From an optimization exercise on the open Yosys and OpenROAD flow, aimed at small area, a short achievable clock period and few clock cycles per item; shortcuts taken in it are not production practice.
At most, simulation tests tie the RTL to the original design; equivalence was not proved.
The RTL of runs 1 to 3 was laid out without a check of its function.

===== design/flow/config.mk =====
export PLATFORM = sky130hd
export DESIGN_NAME = cordic
export DESIGN_NICKNAME = cordic
export VERILOG_FILES = /design/flow/design.v
export SDC_FILE = /design/flow/constraint.sdc
export NUM_CORES = 4
export LEC_CHECK = 0
export ABC_AREA = 1
export CAP_MARGIN = 20
export CORE_MARGIN = 2
export CORE_UTILIZATION = 65
export SETUP_SLACK_MARGIN = 5.0
export SLEW_MARGIN = 20

===== design/flow/constraint.sdc =====
create_clock -name core_clock -period 9.0 [get_ports {clk}]
set_input_delay 1.8000 -clock core_clock [delete_from_list [all_inputs] [get_ports {clk}]]
set_output_delay 1.8000 -clock core_clock [all_outputs]
set_load 0.01 [all_outputs]

===== design/flow/design.v =====
module cordic #(
    parameter WIDTH = 16,
    parameter ITERATIONS = 16,
    parameter FRAC_BITS = 14
) (
    input wire clk,
    input wire rst,
    input wire start,
    input wire signed [WIDTH-1:0] theta,
    output wire signed [WIDTH-1:0] cos_out,
    output wire signed [WIDTH-1:0] sin_out,
    output reg done
);
    reg signed [15:0] x, y, z;
    reg [3:0] cnt;           
    wire busy = |cnt;
    assign cos_out = x;
    assign sin_out = y;
    reg signed [15:0] atab;
    always @(*) begin
        case (cnt)
            4'd1:  atab = 16'h1DAC;
            4'd2:  atab = 16'h0FAD;
            4'd3:  atab = 16'h07F5;
            4'd4:  atab = 16'h03FE;
            4'd5:  atab = 16'h01FF;
            4'd6:  atab = 16'h00FF;
            4'd7:  atab = 16'h007F;
            4'd8:  atab = 16'h003F;
            4'd9:  atab = 16'h001F;
            4'd10: atab = 16'h000F;
            4'd11: atab = 16'h0007;
            4'd12: atab = 16'h0003;
            4'd13: atab = 16'h0001;
            default: atab = 16'h0000;
        endcase
    end
    wire d0n = theta[15];
    wire signed [15:0] z1 = theta + (d0n ? 16'sh3243 : -16'sh3243);
    wire signed [15:0] y1 = d0n ? -16'sh4DBA : 16'sh4DBA;
    wire dn = z[15];
    wire signed [15:0] zn = z + (atab ^ {16{~dn}}) + {15'd0, ~dn};
    wire signed [15:0] xs = x >>> cnt;
    wire signed [15:0] ys = y >>> cnt;
    wire signed [15:0] xn = x + (ys ^ {16{~dn}}) + {15'd0, ~dn};
    wire signed [15:0] yn = y + (xs ^ {16{dn}}) + {15'd0, dn};
    always @(posedge clk or posedge rst) begin
        if (rst) begin
            cnt <= 4'd0;
            done <= 1'b0;
        end else if (start && !busy) begin
            cnt <= 4'd1;
            done <= 1'b0;
        end else if (busy) begin
            cnt <= cnt + 4'd1;
            if (cnt == 4'd15) done <= 1'b1;
        end
    end
    always @(posedge clk) begin
        if (start && !busy) begin
            x <= 16'sh4DBA;
            y <= y1;
            z <= z1;
        end else if (busy) begin
            x <= xn;
            y <= yn;
            z <= zn;
        end
    end
endmodule

===== design/flow/flow/run.sh =====
#!/bin/bash
# The standard layout with plain buffers on the ports.
set -euo pipefail
bash standard.sh "BUFFER_PORTS_ARGS=-buffer_cell sky130_fd_sc_hd__buf_1" finish > flow_make.log 2>&1

===== design/flow/standard.sh =====
#!/bin/bash
# synth_recipe.tcl (not shown) runs the flow's synth.tcl, then flattens the netlist and writes it again
# the make line also repeats each setting of config.mk as NAME=value (left out here)
make -C /OpenROAD-flow-scripts/flow DESIGN_CONFIG=/design/flow/config.mk WORK_HOME=/design/flow/orfs CLKGATE_MAP_FILE= SYNTH_SCRIPT=/design/flow/synth_recipe.tcl "${@:-finish}"

==> results of run 1 <==
layer usage:
| metal | GRT usage [%] | wire (um) | part of all wire, % |
|---|---|---|---|
| met4 | 9.94 | 434 | 2.3 |
| met1 | 47.1 | 8190 | 44 |
| met2 | 55.7 | 8250 | 44 |
| met5 | 0 | 0 | 0 |
| met3 | 6.04 | 1830 | 9.8 |
through the flow:
| step | hold slack [ns] | utilization, % | instances |
|---|---|---|---|
| 2_1_floorplan | 0.512 | - | 965 |
| 3_3_place_gp | 0.486 | 68.6 | 1120 |
| 3_5_place_dp | 0.510 | 68.6 | 1120 |
| 4_1_cts | 0.536 | 69.5 | 1128 |
| 5_1_grt | 0.596 | 70.1 | 1130 |
| 6_report | 0.533 | 70.1 | 1130 |
flip-flops by register name, summed over array words and instances (netlist names):
signal,cells
cnt,4
y,16
x,16
z,16
done,1
final timing paths:
check                           startpoint  endpoint  slack [ns]  cells after the start
worst max-delay path                cnt[0]     z[12]        5.27                     16
worst min-delay path                  done      done        0.53                      2
worst max register to register      cnt[0]     z[12]        5.27                     16
worst min register to register        done      done        0.53                      2
max in group asynchronous              rst    cnt[1]        7.42                      2
min in group asynchronous              rst    cnt[1]        1.35                      2
layout make-up:
cell class                      instances  area (um^2)
Clock buffer                            5         68.8
Clock inverter                          3         21.3
Fill cell                             884         2910
Inverter                               84          335
Multi-Input combinational cell        796         4580
Sequential cell                        53         1410
Tap cell                              133          166
Timing Repair Buffer                   55          230
Timing Repair inverter                  1         5.00
cells in the final DEF (no fill, tap or decap), drive strengths merged:
cell      synthesis  routed
ha               64      64
o221ai            2       2
a211oi            2       2
a2111oi           1       1
edfxtp           32      32
o211ai            4       4
clkinvlp          0       4
o41ai             1       1
xor2             56      56
a221oi            2       2
dfrtp             5       5
nor2             50      50
fa                4       4
dfxtp            16      16
and2              3       3
or2               6       6
nor4              3       3
nand2           270     270
nand4             1       1
a21boi            5       5
nor3              9       9
clkbuf            8       6
o21ai           106     106
o22ai             7       7
a21o              5       5
o31ai             4       4
buf              24      54
clkinv            1       1
inv              83      83
a22oi             1       1
o21bai            3       3
xnor2             4       4
a21oi            95      95
mux2i             3       3
nand3            77      77
a31oi             3       3
o21a              2       2
a32o              1       1
a32oi             2       2
cell families after synthesis:
group,Yosys count
and+or+nand+nor,419
xor gates and xnor gates,60
AOI/OAI and AO/OA,246
buffers and inverters,116
muxes,3
adders and majority gates,68
DFF,53
repair_timing:
item / in CTS / in global routing
pin swaps: 0 / 1
gates resized for setup: 5 / 17
endpoints found under the setup margin: 8 / 7
setup buffers: 0 / 1
gates cloned: 0 / 1
critical path: cells and delay by family (launching register included):
kind / cells / cell delay (ns)
adder cells (fa/ha/maj): 2 / 0.70
XOR/XNOR: 1 / 0.18
buffers and inverters: 3 / 0.52
flip-flops: 1 / 0.36
AND/OR/NAND/NOR: 4 / 0.35
AO/OA/AOI/OAI: 6 / 1.38
==> results by group, run 1 <==
Status
  – Status: no timing/DRC/antenna violations

Floorplanning
  – Core ar.: 9730 um^2
  – Chip width: 104 um
  – Num ports: 52
  – Cell Rows: 36
  – Initial Util: 66.4%
  – Die height: 104 um
  – Die area: 10,800 um^2

Detailed routing
  – Vias: 6,897
  – DRC: 0
  – Final wirelength: 18.7 mm
  – Antenna Nets Post-Route: 0
  – DRT iter0 DRCs: 804
  – Total iterations of the first detailed-routing run: 8
  – Avg Vias per Cell: 6.10
  – Drt wl/cell: 16.5 um

Synthesis
  – Top-count cell post-synth: nand2_1
  – Mux share of post-synthesis cell area: 0.465%
  – Commonest cells post-synth: nand2_1, o21ai_0, a21oi_1
  – Synth Net Count: 1,052
  – Top_reg_cell synth: edfxtp_1
  – Seq cells post-synth: 53
  – EDFF count, synth: 32
  – Async S/R FF share, synth: 9.43%
  – Fraction of the mapped netlist area in simple logic gates: 27.6%
  – Post-synthesis cell area: 6460 um^2
  – Syn avg cell area: 6.70 um^2
  – Area contributors post-synth: nand2_1, edfxtp_1, ha_1, xor2_1, o21ai_0
  – Synth Area in XOR/XNOR: 8.13%
  – Seq/Total Area, Yosys: 21.8%
  – Synth cell types: 52
  – Synth Area in Adders: 13.6%
  – Post-Syn Instances: 965
  – Largest family of logic cells by synthesized area: simple AND/OR/NAND/NOR gates
  – Share of the synthesized area in the top cell type: 15.3%
  – Syn. warnings: 1
  – Compound-Gate Fraction of Synth Area: 20.9%
  – Post-synth top area cell: nand2_1

Clock tree
  – Num CTS Buffers: 5
  – Clock Sinks: 53
  – CTS tree: yes
  – Hold-fix buffers, CTS: 0
  – Clock Tree Buf Depth: 2
  – Clock insertion delay at the later pin of the skew report: 0.33 ns
  – H-Tree Level Count: 2
  – Clock-pin slew on the worst setup and hold paths: 0.12 ns
  – Root buffer cell: clkbuf_8

Setup path
  – CP Class: flop to flop
  – Critical Path, Cell by Cell: buf_6 -> inv_6 -> ha_1 -> inv_1 -> nand2_1 -> o21ai_0 -> xor2_1 -> fa_1 -> nand3_1 -> nand2_1 -> a21oi_2 -> o21ai_0 -> a21boi_1 -> o21ai_0 -> o21ai_0 -> nand2_1
  – Crit-path slowest cell: fa_1
  – CP arrival: 3.81 ns
  – Critical path fanouts, max: 34
  – Required @ worst endpoint: 9.09 ns
  – Setup crit start kind: flop
  – CP Capture Type: flop
  – Highest cell delay on the worst timing path: 0.47 ns
  – Critical Path Most Common Cell: o21ai_0

STA
  – Unrepaired setup endpoints after global routing: yes
  – Setup WS post-layout: 5.27 ns
  – Hold Fails Final Rpt: 0
  – Worst Skew: 0.0147 ns
  – TNS Setup: 0 ns
  – Worst Tran Pin Value: 0.993 ns
  – Min Tclk post-route: 3.73 ns
  – Final number of max-transition violations: 0
  – Setup violators final: 0
  – Final period util: 41.4%
  – Highest clock rate: 268 MHz
  – Worst relative slew slack: 33.7%

Place
  – Pre-CTS setup slack: 4.35 ns
  – DP HPWL: 14.3 mm
  – Dpl cell area: 6670 um^2
  – Gpl congestion: 0.952
  – Port buffer count: 51

GRT
  – GRT Util Overall: 34.3%
  – Global route total overflow: 0
  – First-pass GRT wire length: 30.6 mm
  – Vias in the first global route: 6,467
  – Initial antenna violation count: 0
  – Largest net degree at the start of global routing: 44

Final layout
  – Final nets: 1,083
  – Area growth syn-to-layout: 5.48%
  – Antenna diodes: 0
  – Share of cells above drive strength 1: 5.12%
  – Design area: 6820 um^2

Job
  – Max cap viols: 0

Min path
  – Hold Crit Class: flop to flop
==> run 2, diff against run 1 <==
==> design/flow/flow/run.sh (replaced) <==
#!/bin/bash
# The standard layout with plain buffers on the ports.
set -euo pipefail
bash standard.sh "BUFFER_PORTS_ARGS=-buffer_cell sky130_fd_sc_hd__buf_2" finish > flow_make.log 2>&1
--- a/design/flow/config.mk
+++ b/design/flow/config.mk
@@ -10,3 +10,3 @@
 export CORE_MARGIN = 2
-export CORE_UTILIZATION = 65
+export CORE_UTILIZATION = 40
 export SETUP_SLACK_MARGIN = 5.0
==> run 2 against run 1 <==
Against the previous run:
- wire length down 1.1%
- first-iteration DRC count down 38%
- core utilization down 25 points
==> results by group, run 2 <==
Status
  – Status: no timing/DRC/antenna violations

STA
  – Final number of max-transition violations: 0
  – TNS Setup: 0 ns
  – Worst Tran Pin Value: 1.00 ns
  – Final period util: 41.3%
  – Setup violators final: 0
  – Worst Skew: 0.00816 ns
  – Setup WS post-layout: 5.28 ns
  – Min Tclk post-route: 3.72 ns
  – Hold Fails Final Rpt: 0
  – Worst relative slew slack: 33.2%
  – Unrepaired setup endpoints after global routing: yes
  – Highest clock rate: 269 MHz
  – Hold Worst Slack: 0.551 ns

Detailed routing
  – DRT iter0 DRCs: 500
  – Vias: 6,477
  – Avg Vias per Cell: 5.31
  – DRC: 0
  – Total iterations of the first detailed-routing run: 5
  – Antenna Nets Post-Route: 0
  – Drt wl/cell: 15.2 um
  – Final wirelength: 18.5 mm

Synthesis
  – EDFF count, synth: 32
  – Post-synth top area cell: nand2_1
  – Top-count cell post-synth: nand2_1
  – Area contributors post-synth: nand2_1, edfxtp_1, ha_1, xor2_1, o21ai_0
  – Synth Net Count: 1,052
  – Seq/Total Area, Yosys: 21.8%
  – Synth cell types: 52
  – Syn. warnings: 1
  – Commonest cells post-synth: nand2_1, o21ai_0, a21oi_1
  – Post-synthesis cell area: 6460 um^2
  – Share of the synthesized area in the top cell type: 15.3%
  – Syn avg cell area: 6.70 um^2
  – Async S/R FF share, synth: 9.43%
  – Top_reg_cell synth: edfxtp_1
  – Seq cells post-synth: 53
  – Post-Syn Instances: 965

GRT
  – GRT Util Overall: 21.1%
  – Global route total overflow: 0
  – First-pass GRT wire length: 29.8 mm
  – Vias in the first global route: 5,900
  – Largest net degree at the start of global routing: 44
  – Initial antenna violation count: 0

Clock tree
  – Clock-pin slew on the worst setup and hold paths: 0.08 ns
  – Clock Sinks: 53
  – Clock insertion delay at the later pin of the skew report: 0.31 ns
  – Clock Tree Buf Depth: 2
  – Root buffer cell: clkbuf_16
  – H-Tree Level Count: 2
  – CTS tree: yes
  – Num CTS Buffers: 5

Final layout
  – Reg area: 1410 um^2
  – Multi-input gate area: 4570 um^2
  – Layout Cells excl Fill: 1,219
  – Final nets: 1,089
  – Share of cells above drive strength 1: 10.4%
  – Post-layout util: 44.8%
  – Regs by FF count: x (16), y (16), z (16)
  – Most frequent cells in the layout: nand2_1, a21oi_1, o21ai_0, nand3_1, inv_1
  – Layout fillers: 1,683
  – Commonest non-fill, non-tap cell in the layout: nand2_1
  – Area growth syn-to-layout: 9.78%
  – Design area: 7090 um^2
  – Antenna diodes: 0

Floorplanning
  – Initial Util: 40.8%
  – Chip width: 131 um
  – Core ar.: 15,800 um^2
  – Cell Rows: 46
  – Die height: 131 um
  – Die area: 17,200 um^2
  – Num ports: 52

Setup path
  – CP Capture Type: flop
  – Required @ worst endpoint: 9.07 ns
  – CP Class: input pin to flop
  – Critical path fanouts, max: 8
  – CP arrival: 3.79 ns
  – Setup crit start kind: input pin

Place
  – Pre-CTS setup slack: 4.61 ns
  – Port buffer count: 51
  – Cells after DPL: 1,203
  – Gpl congestion: 0.946
  – DP HPWL: 14.0 mm
  – Dpl cell area: 6840 um^2

Min path
  – Hold Crit Class: flop to flop

Job
  – Max cap viols: 0
## run 2: cell types whose count changed in the layout (fill, tap and decap cells not counted), moves of 2 or more
cell	change
buf_2	+50
inv_6	-2
buf_1	-50
a21oi_2	-2
buf_4	+7
clkbuf_8	-5
clkbuf_16	+6
a21oi_1	+2
## run 2: critical path, cell delays in order
cell and delay [ns]:
clkbuf_4 0.20, clkinvlp_4 0.20, fa_1 0.42, inv_1 0.08
nand3_1 0.06, nand2_1 0.08, inv_1 0.06, o21ai_2 0.18
nand3_1 0.11, nand2_1 0.09, a21boi_1 0.09, o21ai_1 0.18
a21oi_1 0.08, o21ai_0 0.10, nand2_1 0.06
## run 2: layout make-up
cell class / count / share of cell area [%]
Inverter: 84 / 4.81
Tap cell: 216 / 3.81
Clock buffer: 7 / 2.17
Timing Repair Buffer: 61 / 4.74
Multi-Input combinational cell: 796 / 64.4
Clock inverter: 1 / 0.0705
Timing Repair inverter: 1 / 0.0705
Sequential cell: 53 / 19.9
## run 2: metal layers
metal / routed length, um / up-vias / track usage [%] / share of wire [%]
met5: 0 / - / 0 / 0
met4: 345 / 0 / 5.56 / 1.9
met3: 822 / 29 / 2.51 / 4.4
met2: 7640 / 174 / 31.5 / 41
met1: 9680 / 2909 / 32.0 / 52
li1: - / 3365 / - / -
## run 2: timing repair
item / in CTS / in global routing
endpoints found under the setup margin: 7 / 9
buffers inserted: 0 / 7
cloned: 0 / 1
gates resized for setup: 4 / 18
hold buffers: 0 / 0
endpoints found under the hold margin: 0 / 0
pin swaps: 0 / 2
## run 2: cell families (layout without fill, tap and decap cells)
family / count (synthesis) / count (layout) / share of synthesized area [%]
adder cells (fa/ha/maj): 68 / 68 / 13.6
XOR/XNOR: 60 / 60 / 8.13
buffers and inverters: 116 / 154 / 7.57
AO/OA/AOI/OAI: 246 / 246 / 20.9
AND/OR/NAND/NOR: 419 / 419 / 27.6
flip-flops: 53 / 53 / 21.8
multiplexers: 3 / 3 / 0.465
## run 2: path summary, 6_finish.rpt
kind | slack [ns] | cells past startpoint | start | to
worst max-delay path | 5.28 | 15 | theta[15] | z[12]
worst min-delay path | 0.55 | 2 | x[13] | x[13]
worst max register to register | 5.37 | 16 | cnt[3] | z[12]
worst min register to register | 0.55 | 2 | x[13] | x[13]
max in group asynchronous | 7.40 | 2 | rst | cnt[1]
min in group asynchronous | 1.39 | 2 | rst | done
==> run 3, diff against run 2 <==
--- a/design/flow/design.v
+++ b/design/flow/design.v
@@ -16,8 +16,8 @@
     wire busy = |cnt;
+    wire first = (cnt == 4'd1);
     assign cos_out = x;
     assign sin_out = y;
-    reg signed [15:0] atab;
+    reg [15:0] atab;
     always @(*) begin
         case (cnt)
-            4'd1:  atab = 16'h1DAC;
             4'd2:  atab = 16'h0FAD;
@@ -37,7 +37,10 @@
     end
-    wire d0n = theta[15];
-    wire signed [15:0] z1 = theta + (d0n ? 16'sh3243 : -16'sh3243);
-    wire signed [15:0] y1 = d0n ? -16'sh4DBA : 16'sh4DBA;
-    wire dn = z[15];
-    wire signed [15:0] zn = z + (atab ^ {16{~dn}}) + {15'd0, ~dn};
+    wire n0 = z[15];
+    wire [15:0] z1 = z + (n0 ? 16'h3243 : 16'hCDBD);
+    wire n1 = z1[15];
+    wire [15:0] c01 = n0 ? (n1 ? 16'h4FEF : 16'h1497)
+                         : (n1 ? 16'hEB69 : 16'hB011);
+    wire dn = first ? n1 : z[15];
+    wire [15:0] zadd = first ? c01 : (atab ^ {16{~dn}});
+    wire signed [15:0] zn = z + zadd + {15'd0, ~first & ~dn};
     wire signed [15:0] xs = x >>> cnt;
@@ -61,4 +64,4 @@
             x <= 16'sh4DBA;
-            y <= y1;
-            z <= z1;
+            y <= theta[15] ? -16'sh4DBA : 16'sh4DBA;
+            z <= theta;
         end else if (busy) begin
==> design/flow/run.sh (new file) <==
#!/bin/bash
# synth_recipe.tcl (not shown) runs the flow's synth.tcl, then flattens the netlist and writes it again
# the make line also repeats each setting of config.mk as NAME=value (left out here)
make -C /OpenROAD-flow-scripts/flow DESIGN_CONFIG=/design/flow/config.mk WORK_HOME=/design/flow/orfs CLKGATE_MAP_FILE= SYNTH_SCRIPT=/design/flow/synth_recipe.tcl finish
removed: design/flow/flow/run.sh
removed: design/flow/standard.sh
==> run 3 against run 2 <==
Against the previous run:
- register-to-register slack lost 0.18 ns
- first-iteration DRC count grew 11%
- largest cell class unchanged
- hold slack lost 0.015 ns
- global-route usage grew 2.0 points
- flip-flop and latch count is the same
- fmax shrank 2.4%
- synthesized cell count shrank 3.1%
==> results by group, run 3 <==
Detailed routing
  – DRC: 0
  – DRT iter0 DRCs: 556
  – Vias: 6,411
  – Avg Vias per Cell: 5.29
  – Drt wl/cell: 15.7 um
  – Antenna Nets Post-Route: 0
  – Final wirelength: 19.1 mm
  – Total iterations of the first detailed-routing run: 5

Clock tree
  – Clock Sinks: 53
  – H-Tree Level Count: 2
  – Num CTS Buffers: 5
  – Clock insertion delay at the later pin of the skew report: 0.31 ns
  – Clock Tree Buf Depth: 2
  – Clock-pin slew on the worst setup and hold paths: 0.08 ns
  – CTS tree: yes
  – Root buffer cell: clkbuf_16

Setup path
  – CP delay by family, top: simple AND/OR/NAND/NOR gates
  – CP Class: flop to flop
  – Worst Path Buf+Inv: 5
  – CP arrival: 3.87 ns
  – Setup crit start kind: flop
  – Required @ worst endpoint: 9.06 ns
  – Crit-path slowest cell: edfxtp_1
  – Critical path fanouts, max: 11
  – Highest cell delay on the worst timing path: 0.47 ns
  – Critical Path Most Common Cell: nand2_1
  – Critical Path, Cell by Cell: clkinvlp_4 -> buf_4 -> ha_4 -> nor2_2 -> nand3_1 -> nor2_1 -> nand2_2 -> nand3_2 -> nand2_2 -> buf_4 -> bufbuf_16 -> xnor2_1 -> ha_1 -> nand2_1 -> o21ai_0 -> inv_1 -> nand2_2 -> nand2_1 -> nand2_1 -> nand2_1 -> nand3_1 -> nand2_1
  – CP Capture Type: flop

STA
  – Final period util: 42.3%
  – Setup violators final: 0
  – Hold Worst Slack: 0.536 ns
  – TNS Setup: 0 ns
  – Highest clock rate: 262 MHz
  – Unrepaired setup endpoints after global routing: yes
  – Final number of max-transition violations: 0
  – Min Tclk post-route: 3.81 ns
  – Hold Fails Final Rpt: 0
  – Worst relative slew slack: 57.0%
  – Worst Tran Pin Value: 0.645 ns
  – Worst Skew: 0.00968 ns

Synthesis
  – Share of the synthesized area in the top cell type: 15.2%
  – Post-Syn Instances: 935
  – Synth cell types: 49
  – Syn avg cell area: 6.78 um^2
  – Seq/Total Area, Yosys: 22.2%
  – EDFF count, synth: 32
  – Commonest cells post-synth: nand2_1, inv_1, nand3_1
  – Post-synthesis cell area: 6340 um^2
  – Top-count cell post-synth: nand2_1
  – Async S/R FF share, synth: 9.43%
  – Synth Net Count: 1,026
  – Seq cells post-synth: 53
  – Area contributors post-synth: edfxtp_1, nand2_1, ha_1, nand3_1, o21ai_0
  – Syn. warnings: 1
  – Post-synth top area cell: edfxtp_1
  – Top_reg_cell synth: edfxtp_1

Floorplanning
  – Num ports: 52
  – Core ar.: 15,700 um^2
  – Die area: 16,900 um^2
  – Initial Util: 40.5%
  – Chip width: 130 um
  – Cell Rows: 46
  – Die height: 130 um

Place
  – Port buffer count: 51
  – Gpl congestion: 0.924
  – DP HPWL: 13.9 mm

Job
  – Max cap viols: 0

Final layout
  – Share of cells above drive strength 1: 12.1%
  – Final nets: 1,085
  – Layout fillers: 1,614
  – Area growth syn-to-layout: 20.1%
  – Regs by FF count: x (16), y (16), z (16)
  – Antenna diodes: 0
  – Most frequent cells in the layout: nand2_1, nand3_1, inv_1, a21oi_1, o21ai_0
  – Commonest non-fill, non-tap cell in the layout: nand2_1

GRT
  – Met3 Resource Use GR: 2.38%
  – Initial antenna violation count: 0
  – Top Usage Layer GRT: met2
  – First-pass GRT wire length: 30.5 mm
  – Met2 GRT Util: 35.8%
  – Vias in the first global route: 5,964
  – Largest net degree at the start of global routing: 40
  – Grt met1 use: 33.6%
  – GRT Util Overall: 23.0%
  – Global route total overflow: 0

Status
  – Status: no timing/DRC/antenna violations

Min path
  – Hold Crit Class: flop to flop
run 3: changes by cell type after synthesis, moves of 8 or more:
cell     delta
nand2_1    -15
a31oi_1     +8
xor2_1     -19
xnor2_1    +11
o21ai_0    -18
nand2_2     +9
a21oi_1    -18
run 3: cell type report:
| type | instances | area (um^2) | share of cell area [%] |
|---|---|---|---|
| Timing Repair Buffer | 81 | 811 | 10.7 |
| Clock inverter | 2 | 35.0 | 0.460 |
| Multi-Input combinational cell | 762 | 4570 | 60.0 |
| Timing Repair inverter | 2 | 12.5 | 0.164 |
| Inverter | 89 | 377 | 4.95 |
| Sequential cell | 53 | 1410 | 18.5 |
| Clock buffer | 6 | 129 | 1.69 |
| Tap cell | 216 | 270 | 3.55 |
run 3: final timing paths:
| kind | slack [ns] | end | start | cells past startpoint |
|---|---|---|---|---|
| hold / removal | 0.54 | done | done | 2 |
| hold reg to reg | 0.54 | done | done | 2 |
| setup reg to reg | 5.19 | y[15] | z[15] | 22 |
| max in group asynchronous | 7.08 | cnt[1] | rst | 2 |
| min in group asynchronous | 1.70 | done | rst | 2 |
| setup / recovery | 5.19 | y[15] | z[15] | 22 |
run 3: through the flow:
step	util, %	worst slack, ns	cells	cell area (um^2)
after global placement	44.6	4.24	1178	6980
after global routing	48.6	4.92	1211	7610
after floorplan	-	5.02	935	6340
final	48.6	5.19	1211	7610
after detailed placement	44.6	4.23	1178	6980
after CTS	46.8	4.97	1198	7330
run 3: logic make-up (layout without fill, tap and decap cells):
kind of cell / count (synthesis) / after routing / synth area share [%]
compound gates: 213 / 213 / 18.6
xor+xnor: 52 / 52 / 7.19
simple gates: 425 / 425 / 28.9
buf+inv: 120 / 180 / 8.39
flops: 53 / 53 / 22.2
fa+ha+maj: 72 / 72 / 14.7
run 3: tightest hold or removal path: cells and delay by family (launching register included):
kind | cells | cell delay [ns]
flops | 1 | 0.37
compound gates | 1 | 0.09
buf+inv | 1 | 0.05
run 3: metal layers:
layer / up-vias / share of wire, % / wire (um)
met3: 30 / 5.2 / 1000
met4: 0 / 2.2 / 414
li1: 3294 / - / -
met1: 2889 / 49 / 9410
met5: - / 0 / 0
met2: 198 / 43 / 8220
run 3: what timing repair did:
item                                    4_1_cts  5_1_grt
hold buffers                                  0        0
cloned                                        3        1
resized for setup                            23       46
pin swaps                                     3       16
endpoints found under the setup margin       50       44
buffers inserted                              9       12
==> run 4, diff against run 3 <==
--- a/design/flow/design.v
+++ b/design/flow/design.v
@@ -14,5 +14,5 @@
     reg signed [15:0] x, y, z;
+    reg dir;
     reg [3:0] cnt;           
     wire busy = |cnt;
-    wire first = (cnt == 4'd1);
     assign cos_out = x;
@@ -37,14 +37,13 @@
     end
-    wire n0 = z[15];
-    wire [15:0] z1 = z + (n0 ? 16'h3243 : 16'hCDBD);
-    wire n1 = z1[15];
-    wire [15:0] c01 = n0 ? (n1 ? 16'h4FEF : 16'h1497)
-                         : (n1 ? 16'hEB69 : 16'hB011);
-    wire dn = first ? n1 : z[15];
-    wire [15:0] zadd = first ? c01 : (atab ^ {16{~dn}});
-    wire signed [15:0] zn = z + zadd + {15'd0, ~first & ~dn};
+    wire [15:0] c01 = z[15] ? (dir ? 16'h4FEF : 16'h1497)
+                            : (dir ? 16'hEB69 : 16'hB011);
+    wire first = (cnt == 4'd1);
+    wire [15:0] zadd = first ? c01 : (atab ^ {16{~dir}});
+    wire zcin = ~dir & ~first;
+    wire [15:0] zn = z + zadd + {15'd0, zcin};
+    wire [15:0] t1 = theta + (theta[15] ? 16'h3243 : 16'hCDBD);
     wire signed [15:0] xs = x >>> cnt;
     wire signed [15:0] ys = y >>> cnt;
-    wire signed [15:0] xn = x + (ys ^ {16{~dn}}) + {15'd0, ~dn};
-    wire signed [15:0] yn = y + (xs ^ {16{dn}}) + {15'd0, dn};
+    wire signed [15:0] xn = x + (ys ^ {16{~dir}}) + {15'd0, ~dir};
+    wire signed [15:0] yn = y + (xs ^ {16{dir}}) + {15'd0, dir};
     always @(posedge clk or posedge rst) begin
@@ -62,2 +61,9 @@
     always @(posedge clk) begin
+        if (busy) begin
+            z <= zn;
+            dir <= zn[15];
+        end else begin
+            z <= theta;
+            dir <= t1[15];
+        end
         if (start && !busy) begin
@@ -65,3 +71,2 @@
             y <= theta[15] ? -16'sh4DBA : 16'sh4DBA;
-            z <= theta;
         end else if (busy) begin
@@ -69,3 +74,2 @@
             y <= yn;
-            z <= zn;
         end
==> design/flow/flow/run.sh (new file) <==
#!/bin/bash
# The standard layout with plain buffers on the ports.
set -euo pipefail
bash standard.sh "BUFFER_PORTS_ARGS=-buffer_cell sky130_fd_sc_hd__buf_2" finish > flow_make.log 2>&1
==> design/flow/standard.sh (new file) <==
#!/bin/bash
# synth_recipe.tcl (not shown) runs the flow's synth.tcl, then flattens the netlist and writes it again
# the make line also repeats each setting of config.mk as NAME=value (left out here)
make -C /OpenROAD-flow-scripts/flow DESIGN_CONFIG=/design/flow/config.mk WORK_HOME=/design/flow/orfs CLKGATE_MAP_FILE= SYNTH_SCRIPT=/design/flow/synth_recipe.tcl "${@:-finish}"
--- a/design/flow/config.mk
+++ b/design/flow/config.mk
@@ -10,3 +10,3 @@
 export CORE_MARGIN = 2
-export CORE_UTILIZATION = 40
+export CORE_UTILIZATION = 65
 export SETUP_SLACK_MARGIN = 5.0
removed: design/flow/run.sh
==> run 4 against run 3 <==
Against the previous run:
- core utilization is 22 points higher
- wire length is 7.4% lower
- critical path type unchanged
- critical endpoint is now y[12]
==> results by group, run 4 <==
STA
  – Min Tclk post-route: 3.78 ns
  – Setup violators final: 0
  – TNS Setup: 0 ns
  – Final number of max-transition violations: 0
  – Worst relative slew slack: 36.0%
  – Highest clock rate: 264 MHz
  – Setup WS post-layout: 5.22 ns
  – Unrepaired setup endpoints after global routing: yes
  – Worst Tran Pin Value: 0.959 ns
  – Final period util: 42.0%
  – Hold Fails Final Rpt: 0
  – Worst Skew: 0.0152 ns

Setup path
  – CP arrival: 3.88 ns
  – R2r startpoint: cnt[0]
  – Crit-path slowest cell: dfrtp_4
  – CP Class: flop to flop
  – Critical Path, Cell by Cell: inv_6 -> nand2_1 -> and2_1 -> o21ai_0 -> o21ai_0 -> a21oi_1 -> xor2_1 -> ha_1 -> nand3_1 -> nand2_1 -> inv_1 -> o21a_1 -> o21ai_1 -> a21boi_0 -> o21ai_0 -> a21oi_1 -> o21ai_0 -> nand2_1
  – Critical Path Most Common Cell: o21ai_0
  – Critical path fanouts, max: 31
  – CP Capture Type: flop
  – Crit. Startpoint: cnt[0]
  – Worst reg-to-reg setup slack: 5.22 ns
  – Required @ worst endpoint: 9.10 ns
  – Setup crit start kind: flop
  – Highest cell delay on the worst timing path: 0.61 ns

Job
  – Max cap viols: 0

Detailed routing
  – DRT iter0 DRCs: 578
  – Final wirelength: 17.6 mm
  – DRC: 0
  – Antenna Nets Post-Route: 0
  – Total iterations of the first detailed-routing run: 6
  – Avg Vias per Cell: 6.09
  – Vias: 6,527
  – Drt wl/cell: 16.5 um

Floorplanning
  – Num ports: 52
  – Chip width: 101 um
  – Die height: 101 um
  – Cell Rows: 35
  – Initial Util: 66.5%
  – Core ar.: 9200 um^2
  – Die area: 10,200 um^2

Place
  – Pre-CTS setup slack: 4.35 ns
  – Port buffer count: 51
  – Cells after DPL: 1,060
  – DP HPWL: 13.3 mm
  – Gpl congestion: 1.02

GRT
  – Global route total overflow: 0
  – Initial antenna violation count: 0
  – Vias in the first global route: 6,140
  – Largest net degree at the start of global routing: 35
  – GRT Util Overall: 34.9%
  – First-pass GRT wire length: 28.6 mm

Synthesis
  – Post-synthesis cell area: 6110 um^2
  – Synth cell types: 46
  – Share of the synthesized area in the top cell type: 16.2%
  – Top_reg_cell synth: dfxtp_1
  – Synth Net Count: 1,017
  – Area contributors post-synth: nand2_1, ha_1, dfxtp_1, edfxtp_1, xor2_1
  – Post-Syn Instances: 925
  – Seq/Total Area, Yosys: 20.7%
  – Commonest cells post-synth: nand2_1, inv_1, o21ai_0
  – Syn. warnings: 1
  – EDFF count, synth: 16
  – Top-count cell post-synth: nand2_1
  – Post-synth top area cell: nand2_1
  – Seq cells post-synth: 54
  – Async S/R FF share, synth: 9.26%
  – Syn avg cell area: 6.61 um^2

Clock tree
  – Clock insertion delay at the later pin of the skew report: 0.33 ns
  – Clock-pin slew on the worst setup and hold paths: 0.12 ns
  – Root buffer cell: clkbuf_8
  – Clock Tree Buf Depth: 2
  – CTS tree: yes
  – Hold-fix buffers, CTS: 0
  – Clock Sinks: 54
  – H-Tree Level Count: 2
  – Num CTS Buffers: 5

Final layout
  – Final nets: 1,052
  – Regs by FF count: x (16), y (16), z (16)
  – Area growth syn-to-layout: 6.92%
  – Layout Cells excl Fill: 1,072
  – Antenna diodes: 0
  – Most frequent cells in the layout: nand2_1, inv_1, o21ai_0, a21oi_1
  – Share of cells above drive strength 1: 9.05%
  – Commonest non-fill, non-tap cell in the layout: nand2_1

Min path
  – Hold Crit Class: flop to flop
  – HP Start: done

Status
  – Status: no timing/DRC/antenna violations
[run 4: cell types whose count changed in the layout (fill, tap and decap cells not counted), sizes merged, moves of 13 or more]
cell,before,now
dfxtp,16,33
buf,28,58
xor2,37,50
edfxtp,32,16
clkdlybuf4s50,51,0
nand3,84,70
[run 4: final cells by class]
class	count	area, um^2
Clock buffer	7	97.6
Tap cell	111	139
Timing Repair inverter	1	7.51
Fill cell	814	2660
Inverter	87	344
Multi-Input combinational cell	753	4360
Sequential cell	54	1270
Timing Repair Buffer	58	312
Clock inverter	1	7.51
[run 4: cells by family (layout without fill, tap and decap cells)]
logic type      after synthesis  after routing  share of synthesized area, %
compound gates              208            208                          19.0
xor+xnor                     58             58                          8.31
fa+ha+maj                    73             73                          15.4
buf+inv                     118            154                          8.04
flops                        54             54                          20.7
mux                           4              4                         0.655
simple gates                410            410                          27.8
[run 4: critical path: cells and delay by family (launching register included)]
kind,cells,cell delay [ns]
xor gates and xnor gates,1,0.11
buffers and inverters,2,0.30
AOI/OAI and AO/OA,9,1.64
and+or+nand+nor,5,0.51
adders and majority gates,1,0.38
DFF,1,0.61
[run 4: per-layer routing]
layer | track usage, % | share of wire [%]
met5 | 0 | 0
met4 | 18.3 | 5.0
met3 | 3.05 | 6.2
met2 | 60.2 | 48
met1 | 43.2 | 41
[run 4: timing repair]
action	CTS	global route
setup buffers	0	3
endpoints found under the setup margin	42	13
resized for setup	5	10
gates cloned	1	0
[run 4: final timing paths]
path | end | depth (start not counted)
worst max-delay path | y[12] | 18
worst min-delay path | done | 2
worst max register to register | y[12] | 18
worst min register to register | done | 2
max in group asynchronous | cnt[0] | 2
min in group asynchronous | cnt[1] | 2
[run 4: through the flow]
step	utilization [%]	cell area (um^2)	hold slack, ns
floorplan	-	6110	0.511
global placement	69.3	6370	0.487
detailed placement	69.3	6370	0.499
CTS	70.6	6490	0.528
global route	71.1	6540	0.571
finish	71.1	6540	0.526
Testbench counts of run 4, summed over its fixed seeds: cycles 51,200, items 3,200.
==> run 5, diff against run 4 <==
==> design/flow/flow/run.sh (replaced) <==
#!/bin/bash
# The standard layout with plain buffers on the ports.
set -euo pipefail
bash standard.sh "BUFFER_PORTS_ARGS=-buffer_cell sky130_fd_sc_hd__buf_1" finish > flow_make.log 2>&1
--- a/design/flow/config.mk
+++ b/design/flow/config.mk
@@ -11,3 +11,3 @@
 export CORE_UTILIZATION = 65
-export SETUP_SLACK_MARGIN = 5.0
+export SETUP_SLACK_MARGIN = 4.5
 export SLEW_MARGIN = 20
==> run 5 against run 4 <==
Against the previous run:
- global-route usage down 0.73 points
- area after synthesis unchanged
- critical path depth did not move
- largest cell class unchanged
- hold slack gained 0.0079 ns
- core utilization fell by 1.3 points
- first-iteration DRC count decreased by 24%
- synthesized cell count did not move
- still clean
==> results by group, run 5 <==
Setup path
  – Worst reg-to-reg setup slack: 4.96 ns
  – Critical path fanouts, max: 22
  – CP Capture Type: flop
  – Required @ worst endpoint: 9.08 ns
  – CP Class: flop to flop
  – Critical Path, Cell by Cell: clkinvlp_4 -> nand2_1 -> a21oi_1 -> o21ai_0 -> o211ai_1 -> o21ai_0 -> xor2_1 -> fa_1 -> nand3_1 -> nand2_1 -> inv_1 -> o21a_1 -> o21ai_0 -> a21boi_0 -> o21ai_0 -> a21oi_1 -> o21ai_0 -> nand2_1
  – Highest cell delay on the worst timing path: 0.68 ns
  – CP arrival: 4.12 ns
  – Setup crit start kind: flop
  – Crit-path slowest cell: dfrtp_2
  – Critical Path Most Common Cell: o21ai_0

Synthesis
  – Synth Net Count: 1,017
  – Synth cell types: 46
  – Seq cells post-synth: 54
  – Syn avg cell area: 6.61 um^2
  – Top_reg_cell synth: dfxtp_1
  – Top-count cell post-synth: nand2_1
  – EDFF count, synth: 16
  – Post-synth top area cell: nand2_1
  – Syn. warnings: 1
  – Commonest cells post-synth: nand2_1, inv_1, o21ai_0
  – Area contributors post-synth: nand2_1, ha_1, dfxtp_1, edfxtp_1, xor2_1
  – Post-Syn Instances: 925
  – Async S/R FF share, synth: 9.26%
  – Share of the synthesized area in the top cell type: 16.2%
  – Post-synthesis cell area: 6110 um^2
  – Seq/Total Area, Yosys: 20.7%

GRT
  – First-pass GRT wire length: 28.0 mm
  – Initial antenna violation count: 0
  – Vias in the first global route: 6,066
  – GRT Util Overall: 34.2%
  – Largest net degree at the start of global routing: 35
  – Global route total overflow: 0

STA
  – Worst Skew: 0.00895 ns
  – TNS Setup: 0 ns
  – Unrepaired setup endpoints after global routing: no
  – Setup violators final: 0
  – Worst Tran Pin Value: 0.985 ns
  – Highest clock rate: 248 MHz
  – Worst relative slew slack: 34.3%
  – Final period util: 44.8%
  – Min Tclk post-route: 4.04 ns
  – Setup WS post-layout: 4.96 ns
  – Final number of max-transition violations: 0
  – Hold Fails Final Rpt: 0

Job
  – Max cap viols: 0

Detailed routing
  – DRC: 0
  – Total iterations of the first detailed-routing run: 5
  – Avg Vias per Cell: 6.05
  – Final wirelength: 17.3 mm
  – Drt wl/cell: 16.2 um
  – Antenna Nets Post-Route: 0
  – DRT iter0 DRCs: 439
  – Vias: 6,466

Final layout
  – Share of cells above drive strength 1: 3.44%
  – Regs by FF count: x (16), y (16), z (16)
  – Antenna diodes: 0
  – Area growth syn-to-layout: 4.95%
  – Commonest non-fill, non-tap cell in the layout: nand2_1
  – Design area: 6420 um^2
  – Most frequent cells in the layout: nand2_1, inv_1, o21ai_0, a21oi_1
  – Final nets: 1,049

Floorplanning
  – Initial Util: 66.5%
  – Chip width: 101 um
  – Num ports: 52
  – Die height: 101 um
  – Core ar.: 9200 um^2
  – Cell Rows: 35
  – Die area: 10,200 um^2

Place
  – Dpl cell area: 6310 um^2
  – Port buffer count: 51
  – DP HPWL: 13.2 mm
  – Pre-CTS setup slack: 4.47 ns
  – Gpl congestion: 1.02

Clock tree
  – Clock Sinks: 54
  – Clock-pin slew on the worst setup and hold paths: 0.12 ns
  – Root buffer cell: clkbuf_8
  – Clock Tree Buf Depth: 2
  – H-Tree Level Count: 2
  – Clock insertion delay at the later pin of the skew report: 0.33 ns
  – CTS tree: yes
  – # Post-CTS Setup Buffers: 0
  – Num CTS Buffers: 5

Min path
  – Hold Crit Class: flop to flop

Status
  – Status: no timing/DRC/antenna violations
run 5: per-layer routing:
| layer | wire length (um) | track usage [%] | vias to the layer above |
|---|---|---|---|
| met2 | 8420 | 61.0 | 283 |
| met5 | 0 | 0 | - |
| met1 | 7180 | 41.3 | 2956 |
| met3 | 1050 | 4.30 | 51 |
| li1 | - | - | 3176 |
| met4 | 674 | 14.0 | 0 |
run 5: area by class of cell:
class | count | area, um^2
multi-input combinational | 753 | 4360
fill | 828 | 2780
sequential | 54 | 1270
inverter | 87 | 333
timing repair buffer | 55 | 221
tap | 111 | 139
clock buffer | 5 | 68.8
clock inverter | 3 | 22.5
timing repair inverter | 1 | 5.00
run 5: critical path, delay by kind of cell (launching register included):
family	cells	cell delay [ns]
xor gates and xnor gates	1	0.26
buffers and inverters	2	0.46
DFF	1	0.68
adders and majority gates	1	0.29
and+or+nand+nor	4	0.52
AOI/OAI and AO/OA	10	1.57
run 5: cell families (layout without fill, tap and decap cells):
| group | count (synthesis) | after routing | synth area share, % |
|---|---|---|---|
| AOI/OAI and AO/OA | 208 | 208 | 19.0 |
| xor gates and xnor gates | 58 | 58 | 8.31 |
| adders and majority gates | 73 | 73 | 15.4 |
| buffers and inverters | 118 | 151 | 8.04 |
| DFF | 54 | 54 | 20.7 |
| muxes | 4 | 4 | 0.655 |
| and+or+nand+nor | 410 | 410 | 27.8 |
run 5: stage by stage:
step,utilization (%),instances,hold slack [ns]
after global routing,69.8,1069,0.569
after CTS,69.6,1068,0.539
final,69.8,1069,0.534
after detailed placement,68.6,1060,0.508
after floorplan,-,925,0.511
after global placement,68.6,1060,0.490
run 5: final timing paths:
path	start	to	cells past startpoint
worst max-delay path	cnt[2]	y[12]	18
worst min-delay path	done	done	2
worst max register to register	cnt[2]	y[12]	18
worst min register to register	done	done	2
max in group asynchronous	rst	cnt[0]	2
min in group asynchronous	rst	done	2
run 5: repair_timing:
action / CTS / global route
cloned: 0 / 1
endpoints found under the setup margin: 1 / 5
hold buffers: 0 / 0
pin swaps: 0 / 0
gates resized for setup: 1 / 5
==> run 6, diff against run 5 <==
--- a/design/flow/config.mk
+++ b/design/flow/config.mk
@@ -11,3 +11,3 @@
 export CORE_UTILIZATION = 65
-export SETUP_SLACK_MARGIN = 4.5
+export SETUP_SLACK_MARGIN = 5.0
 export SLEW_MARGIN = 20
==> run 6 against run 5 <==
Against the previous run:
- area after synthesis stayed put
- hold slack got worse by 0.00059 ns
- still clean
- sequential share of layout area shrank 0.13 points
- synthesized cell count is the same
- critical path type unchanged
- final cell count increased by 0.47%
- wire length increased by 0.52%
- critical endpoint is now x[10]
- die area unchanged
- design area increased by 0.86%
==> results by group, run 6 <==
Place
  – Cells after DPL: 1,060
  – Port buffer count: 51
  – DP HPWL: 13.2 mm
  – Gpl congestion: 1.02
  – Pre-CTS setup slack: 4.47 ns

Final layout
  – Most frequent cells in the layout: nand2_1, inv_1, o21ai_0, a21oi_1
  – Regs by FF count: x (16), y (16), z (16)
  – Share of cells above drive strength 1: 4.05%
  – Area growth syn-to-layout: 5.85%
  – Layout Cells excl Fill: 1,074
  – Final nets: 1,054
  – Commonest non-fill, non-tap cell in the layout: nand2_1
  – Antenna diodes: 0

STA
  – Final number of max-transition violations: 0
  – Worst relative slew slack: 34.0%
  – Setup violators final: 0
  – Hold Fails Final Rpt: 0
  – Unrepaired setup endpoints after global routing: yes
  – Min Tclk post-route: 3.78 ns
  – Worst Tran Pin Value: 0.989 ns
  – Highest clock rate: 265 MHz
  – Setup WS post-layout: 5.22 ns
  – Final period util: 42.0%
  – TNS Setup: 0 ns
  – Worst Skew: 0.00996 ns

Synthesis
  – Post-Syn Instances: 925
  – Seq cells post-synth: 54
  – Commonest cells post-synth: nand2_1, inv_1, o21ai_0
  – Synth Area in XOR/XNOR: 8.31%
  – Synth cell types: 46
  – Synth Net Count: 1,017
  – Mux share of post-synthesis cell area: 0.655%
  – Synth Area in Adders: 15.4%
  – Largest family of logic cells by synthesized area: simple AND/OR/NAND/NOR gates
  – EDFF count, synth: 16
  – Top-count cell post-synth: nand2_1
  – Area contributors post-synth: nand2_1, ha_1, dfxtp_1, edfxtp_1, xor2_1
  – Compound-Gate Fraction of Synth Area: 19.0%
  – Share of the synthesized area in the top cell type: 16.2%
  – Post-synth top area cell: nand2_1
  – Seq/Total Area, Yosys: 20.7%
  – Post-synthesis cell area: 6110 um^2
  – Fraction of the mapped netlist area in simple logic gates: 27.8%
  – Top_reg_cell synth: dfxtp_1
  – Async S/R FF share, synth: 9.26%
  – Syn avg cell area: 6.61 um^2
  – Syn. warnings: 1

Setup path
  – Worst r2r path cells: 9
  – CP Capture Type: flop
  – R2r startpoint: cnt[2]
  – Required @ worst endpoint: 9.22 ns
  – CP Class: flop to flop
  – Crit. Startpoint: cnt[2]
  – Setup crit start kind: flop
  – Reg2reg end: x[10]
  – CP arrival: 4.00 ns
  – Critical path fanouts, max: 25
  – Worst reg-to-reg setup slack: 5.22 ns

GRT
  – Initial antenna violation count: 0
  – Vias in the first global route: 6,088
  – Global route total overflow: 0
  – First-pass GRT wire length: 28.1 mm
  – Largest net degree at the start of global routing: 35
  – GRT Util Overall: 34.3%

Floorplanning
  – Cell Rows: 35
  – Num ports: 52
  – Core ar.: 9200 um^2
  – Chip width: 101 um
  – Die area: 10,200 um^2
  – Die height: 101 um
  – Initial Util: 66.5%

Clock tree
  – Root buffer cell: clkbuf_8
  – Clock Tree Buf Depth: 2
  – Clock insertion delay at the later pin of the skew report: 0.33 ns
  – Clock Sinks: 54
  – Clock-pin slew on the worst setup and hold paths: 0.12 ns
  – Num CTS Buffers: 5
  – Hold-fix buffers, CTS: 0
  – H-Tree Level Count: 2
  – CTS tree: yes

Detailed routing
  – DRT iter0 DRCs: 416
  – Drt wl/cell: 16.2 um
  – Final wirelength: 17.4 mm
  – Antenna Nets Post-Route: 0
  – Vias: 6,466
  – Total iterations of the first detailed-routing run: 6
  – DRC: 0
  – Avg Vias per Cell: 6.02

Min path
  – HP Start: done
  – Worst Hold End: done
  – Hold Crit Class: flop to flop
  – Min-Delay Path Depth: 2

Job
  – Max cap viols: 0

Status
  – Status: no timing/DRC/antenna violations
[run 6: cell types whose count changed in the layout (fill, tap and decap cells not counted), moves of 2 or more]
cell | previous run | this run
buf_4 | 4 | 7
o21ai_1 | 4 | 7
clkinvlp_4 | 1 | 3
inv_6 | 2 | 4
o21ai_0 | 81 | 78
[run 6: critical path: stages (launching register included)]
cell and delay (ns):
dfrtp_4 0.63, nor2_2 0.42, inv_2 0.15, nor2_2 0.51, buf_4 0.37, inv_2 0.26
nor2_2 0.54, inv_2 0.44, o22ai_1 0.28, inv_1 0.05
[run 6: area by class of cell]
class / instances / area, um^2
clock buffer: 5 / 68.8
clock inverter: 3 / 22.5
fill: 822 / 2720
inverter: 87 / 344
multi-input combinational: 753 / 4360
sequential: 54 / 1270
tap: 111 / 139
timing repair buffer: 59 / 255
timing repair inverter: 2 / 12.5
[run 6: logic make-up (layout without fill, tap and decap cells)]
logic type,count (synthesis),count (layout)
compound gates,208,208
xor+xnor,58,58
fa+ha+maj,73,73
buf+inv,118,156
flops,54,54
mux,4,4
simple gates,410,410
[run 6: metrics by stage]
stage	area (um^2)	utilization (%)	hold slack (ns)
after detailed placement	6310	68.6	0.508
after CTS	6420	69.8	0.539
after floorplan	6110	-	0.511
after global routing	6470	70.4	0.569
after global placement	6310	68.6	0.490
final	6470	70.4	0.533
[run 6: timing repair]
action / 4_1_cts / 5_1_grt
pin swaps: 0 / 0
endpoints found under the setup margin: 22 / 15
gates resized for setup: 5 / 10
buffers inserted: 0 / 4
cloned: 1 / 1
[run 6: per-layer routing]
| layer | share of wire (%) | vias to the layer above | global-route usage (%) | wire length, um |
|---|---|---|---|---|
| met3 | 6.4 | 57 | 4.30 | 1110 |
| met4 | 4.1 | 0 | 13.5 | 718 |
| li1 | - | 3188 | - | - |
| met2 | 49 | 270 | 61.3 | 8470 |
| met5 | 0 | - | 0 | 0 |
| met1 | 41 | 2951 | 41.6 | 7100 |
[run 6: how the worst max path moves through the flow]
stage	endpoint	slack, ns
floorplan	z[12]	5.63
global placement	y[12]	4.66
detailed placement	y[12]	4.47
CTS	z[12]	5.08
global route	y[12]	4.95
finish	x[10]	5.22
==> run 7, diff against run 6 <==
==> design/flow/flow/run.sh (replaced) <==
#!/bin/bash
# The standard layout with plain buffers on the ports, and repair_timing
# aiming at a tighter period than the clock's (the SDC stays as it is).
set -euo pipefail
bash standard.sh "BUFFER_PORTS_ARGS=-buffer_cell sky130_fd_sc_hd__buf_1" SETUP_SLACK_MARGIN=5.5 finish > flow_make.log 2>&1
==> run 7 against run 6 <==
Against the previous run:
- worst setup slack improved by 0.34 ns
- final cell count increased by 3.1%
- core utilization increased by 5.5 points
- clock-buffer cell count unchanged
- flip-flop and latch count unchanged
- design area increased by 7.8%
==> results by group, run 7 <==
Place
  – Dpl cell area: 6310 um^2
  – Cells after DPL: 1,060
  – DP HPWL: 13.2 mm
  – Port buffer count: 51
  – Gpl congestion: 1.02

STA
  – Worst relative slew slack: 59.8%
  – Min Tclk post-route: 3.44 ns
  – Setup violators final: 0
  – Unrepaired setup endpoints after global routing: yes
  – Highest clock rate: 290 MHz
  – Worst Skew: 0.00985 ns
  – Hold Fails Final Rpt: 0
  – Final period util: 38.3%
  – TNS Setup: 0 ns
  – Final number of max-transition violations: 0
  – Worst Tran Pin Value: 0.603 ns

Clock tree
  – Clock insertion delay at the later pin of the skew report: 0.33 ns
  – H-Tree Level Count: 2
  – Clock Sinks: 54
  – CTS tree: yes
  – Num CTS Buffers: 5
  – Clock-pin slew on the worst setup and hold paths: 0.12 ns
  – Root buffer cell: clkbuf_8
  – Clock Tree Buf Depth: 2

Synthesis
  – Post-synth top area cell: nand2_1
  – Syn avg cell area: 6.61 um^2
  – Synth Net Count: 1,017
  – Area contributors post-synth: nand2_1, ha_1, dfxtp_1, edfxtp_1, xor2_1
  – EDFF count, synth: 16
  – Seq/Total Area, Yosys: 20.7%
  – Synth cell types: 46
  – Post-Syn Instances: 925
  – Top-count cell post-synth: nand2_1
  – Top_reg_cell synth: dfxtp_1
  – Share of the synthesized area in the top cell type: 16.2%
  – Commonest cells post-synth: nand2_1, inv_1, o21ai_0
  – Syn. warnings: 1
  – Post-synthesis cell area: 6110 um^2
  – Seq cells post-synth: 54
  – Async S/R FF share, synth: 9.26%

Final layout
  – Final nets: 1,087
  – Design area: 6980 um^2
  – Layout fillers: 734
  – Area growth syn-to-layout: 14.1%
  – Commonest non-fill, non-tap cell in the layout: nand2_1
  – Share of cells above drive strength 1: 11.2%
  – Layout Cells excl Fill: 1,107
  – Most frequent cells in the layout: nand2_1, inv_1, nand3_1, ha_1, a21oi_1
  – Regs by FF count: x (16), y (16), z (16)
  – Antenna diodes: 0

Setup path
  – Worst reg-to-reg setup slack: 5.56 ns
  – Setup crit end: y[12]
  – Critical Path, Cell by Cell: buf_4 -> buf_4 -> nand2_1 -> nand3_1 -> o21ai_2 -> nand2_1 -> o21ai_2 -> nand2_1 -> o21ai_1 -> xor2_1 -> fa_2 -> nand3_1 -> nand2_1 -> inv_1 -> o21a_2 -> o21ai_4 -> a21boi_2 -> o21ai_2 -> a21oi_1 -> o21ai_0 -> nand2_1
  – Reg2reg end: y[12]
  – Crit. Startpoint: cnt[0]
  – Critical path fanouts, max: 7
  – CP Capture Type: flop
  – Critical Path Most Common Cell: nand2_1
  – CP arrival: 3.52 ns
  – Crit-path slowest cell: dfrtp_4
  – CP Class: flop to flop
  – Worst r2r path cells: 21
  – R2r startpoint: cnt[0]
  – Highest cell delay on the worst timing path: 0.56 ns
  – Required @ worst endpoint: 9.08 ns
  – Setup crit start kind: flop

Detailed routing
  – Avg Vias per Cell: 6.28
  – DRT iter0 DRCs: 685
  – Drt wl/cell: 17.5 um
  – Total iterations of the first detailed-routing run: 8
  – Final wirelength: 19.4 mm
  – DRC: 0
  – Vias: 6,952
  – Antenna Nets Post-Route: 0

GRT
  – Vias in the first global route: 6,188
  – Largest net degree at the start of global routing: 34
  – First-pass GRT wire length: 28.7 mm
  – Global route total overflow: 0
  – GRT Util Overall: 35.2%
  – Initial antenna violation count: 0

Floorplanning
  – Initial Util: 66.5%
  – Chip width: 101 um
  – Die area: 10,200 um^2
  – Die height: 101 um
  – Num ports: 52
  – Core ar.: 9200 um^2
  – Cell Rows: 35

Min path
  – Hold Crit Class: flop to flop

Job
  – Max cap viols: 0

Status
  – Status: no timing/DRC/antenna violations
-- run 7: changes by cell type in the layout (fill, tap and decap cells not counted), moves of 4 or more --
cell,delta
a21oi_1,-8
a21oi_2,+8
buf_4,+28
inv_1,-4
o21ai_0,-17
o21ai_1,+7
o21ai_2,+9
-- run 7: routing by layer --
metal	wire, um	vias up	track usage, %	part of all wire, %
li1	-	3258	-	-
met5	0	-	0	0
met1	7400	3166	42.7	38
met2	9180	429	60.9	47
met3	1620	99	4.65	8.4
met4	1190	0	18.2	6.2
-- run 7: cells by family (layout without fill, tap and decap cells) --
kind of cell	count (synthesis)	in the layout	synth area share [%]
muxes	4	4	0.655
DFF	54	54	20.7
xor gates and xnor gates	58	58	8.31
buffers and inverters	118	189	8.04
adders and majority gates	73	73	15.4
and+or+nand+nor	410	410	27.8
AOI/OAI and AO/OA	208	208	19.0
-- run 7: worst min path at each step --
stage           from  slack (ns)  endpoint  depth (start not counted)
6_report        done        0.54      done                          2
4_1_cts         done        0.54      done                          2
5_1_grt        x[13]        0.57     x[13]                          2
2_1_floorplan  x[13]        0.51     x[13]                          2
3_5_place_dp    done        0.51      done                          2
3_3_place_gp    done        0.49      done                          2
-- run 7: critical path, delay by kind of cell, from the launching register on --
family	cells	cell delay [ns]
flip-flops	1	0.56
buffers and inverters	3	0.35
adder cells (fa/ha/maj)	1	0.30
XOR/XNOR	1	0.30
AND/OR/NAND/NOR	7	0.60
AO/OA/AOI/OAI	9	1.09
-- run 7: area by class of cell --
type	instances	area, um^2	area share (%)
multi-input cells	753	4530	64.9
flip-flops and latches	54	1270	18.3
repair buffers	91	546	7.82
inverters	87	380	5.45
well taps	111	139	1.99
clock buffers	5	68.8	0.986
clock inverters	3	22.5	0.323
repair inverters	3	20.0	0.287
-- run 7: timing repair --
item                       in CTS  in global routing
buffers inserted                9                 27
resized for setup              22                 76
cloned                          3                  0
pin swaps                       0                 14
hold endpoints to repair        0                  0
setup endpoints to repair      59                 40
hold buffers                    0                  0
-- run 7: per-stage QoR --
stage          util [%]  worst slack (ns)  hold slack [ns]
6_report           75.9              5.56            0.538
5_1_grt            75.9              5.40            0.566
4_1_cts            71.1              5.47            0.539
3_5_place_dp       68.6              4.47            0.508
3_3_place_gp       68.6              4.66            0.490
2_1_floorplan         -              5.63            0.511
==> run 8, diff against run 7 <==
==> design/flow/flow/run.sh (replaced) <==
#!/bin/bash
# The standard layout with plain buffers on the ports, and repair_timing
# aiming at a tighter period than the clock's (the SDC stays as it is).
set -euo pipefail
bash standard.sh "BUFFER_PORTS_ARGS=-buffer_cell sky130_fd_sc_hd__buf_1" SETUP_SLACK_MARGIN=6.0 finish > flow_make.log 2>&1
==> run 8 against run 7 <==
Against the previous run:
- the flow now stops in global routing
- area after synthesis unchanged
- synthesized cell count did not move
==> results by group, run 8 <==
Status
  – Status: stopped before the end
  – Fail Step: global routing
  – Error: [ERROR GRT-0232] Routing congestion too high. Check the congestion heatmap in the GUI.

Clock tree
  – Num CTS Buffers: 5
  – Clock Tree Buf Depth: 2
  – Root buffer cell: clkbuf_8
  – Hold-fix buffers, CTS: 0
  – H-Tree Level Count: 2
  – Clock Sinks: 54

Synthesis
  – Synth cell types: 46
  – Syn. warnings: 1
  – Post-Syn Instances: 925
  – EDFF count, synth: 16
  – Syn avg cell area: 6.61 um^2
  – Commonest cells post-synth: nand2_1, inv_1, o21ai_0
  – Post-synth top area cell: nand2_1
  – Area contributors post-synth: nand2_1, ha_1, dfxtp_1, edfxtp_1, xor2_1
  – Top_reg_cell synth: dfxtp_1
  – Synth Net Count: 1,017
  – Share of the synthesized area in the top cell type: 16.2%
  – Seq/Total Area, Yosys: 20.7%
  – Post-synthesis cell area: 6110 um^2
  – Seq cells post-synth: 54
  – Async S/R FF share, synth: 9.26%
  – Top-count cell post-synth: nand2_1

Floorplanning
  – Cell Rows: 35
  – Chip width: 101 um
  – Initial Util: 66.5%
  – Die height: 101 um
  – Num ports: 52

Place
  – Gpl congestion: 0.956
  – Dpl cell area: 6340 um^2
  – Cells after DPL: 1,059
  – Pre-CTS setup slack: 4.71 ns
  – DP HPWL: 13.4 mm
  – Port buffer count: 51

STA
  – Worst End Pin Type: register data pin
  – Worst_ep grt: y[12]$_DFFE_PP_/D

GRT
  – GRT Util Overall: 74.7%
  – Largest net degree at the start of global routing: 34
  – Global route total overflow: 52
run 8: cell counts after synthesis:
Identical to the previous run, type by type.
run 8: routing by layer:
metal / GRT usage, % / GRT overflow
met1: 76.7 / 1
met2: 94.2 / 30
met3: 51.8 / 1
met4: 77.9 / 20
met5: 8.21 / 0
run 8: what timing repair did:
action / 4_1_cts
pin swaps: 67
gates resized for setup: 164
endpoints found under the hold margin: 0
buffers inserted: 58
cloned: 6
setup endpoints to repair: 66
run 8: cells by family after synthesis:
family / after synthesis / share of synthesized area (%)
simple gates: 410 / 27.8
buf+inv: 118 / 8.04
xor+xnor: 58 / 8.31
flops: 54 / 20.7
fa+ha+maj: 73 / 15.4
mux: 4 / 0.655
compound gates: 208 / 19.0
run 8: how the worst max path moves through the flow:
stage | start | endpoint | slack (ns) | cells after the start
floorplan | cnt[1] | z[12] | 5.93 | 22
global placement | cnt[2] | y[12] | 4.82 | 17
detailed placement | cnt[2] | y[12] | 4.71 | 17
CTS | cnt[0] | y[12] | 5.77 | 21

## afterwards: timing with drivers on the ports
How much do the figures lean on ideal ports? The routed layouts below were timed once more, with nothing changed but the port constraints. Step 1: set_driving_cell puts a clkbuf_16 on clk and a buf_2 on each other input, an assumption about the parent block. Step 2 also shifts input and output timing later by t, the mid clock arrival at the registers, as if the neighbouring blocks saw the same clock. Three values: no drivers, after step 1, after step 2; two values: the first two.
run	t (ns)	setup WS [ns]	latest minus earliest clock arrival (ns)	slew at the worst register clock pin (ns)	pins driven straight from the clock port
run 1	0.360	5.273 / 5.273 / 4.941	0.014 / 0.015	0.12 / 0.12	1
run 2	0.347	5.280 / 5.300 / 4.953	0.009 / 0.009	0.08 / 0.08	1
run 3	0.348	5.190 / 5.190 / 4.992	0.010 / 0.009	0.08 / 0.08	1
run 4	0.354	5.217 / 5.217 / 5.217	0.015 / 0.015	0.12 / 0.12	1
run 5	0.362	4.964 / 4.964 / 4.964	0.009 / 0.009	0.12 / 0.12	1
run 6	0.356	5.220 / 5.220 / 5.014	0.010 / 0.011	0.12 / 0.12	1
run 7	0.358	5.557 / 5.557 / 5.370	0.010 / 0.011	0.12 / 0.12	1
After both steps setup and hold are still met in every run listed. The setup slack of run 1, which loses most, moves by 0.000 ns with the drivers and by -0.332 ns with both steps.
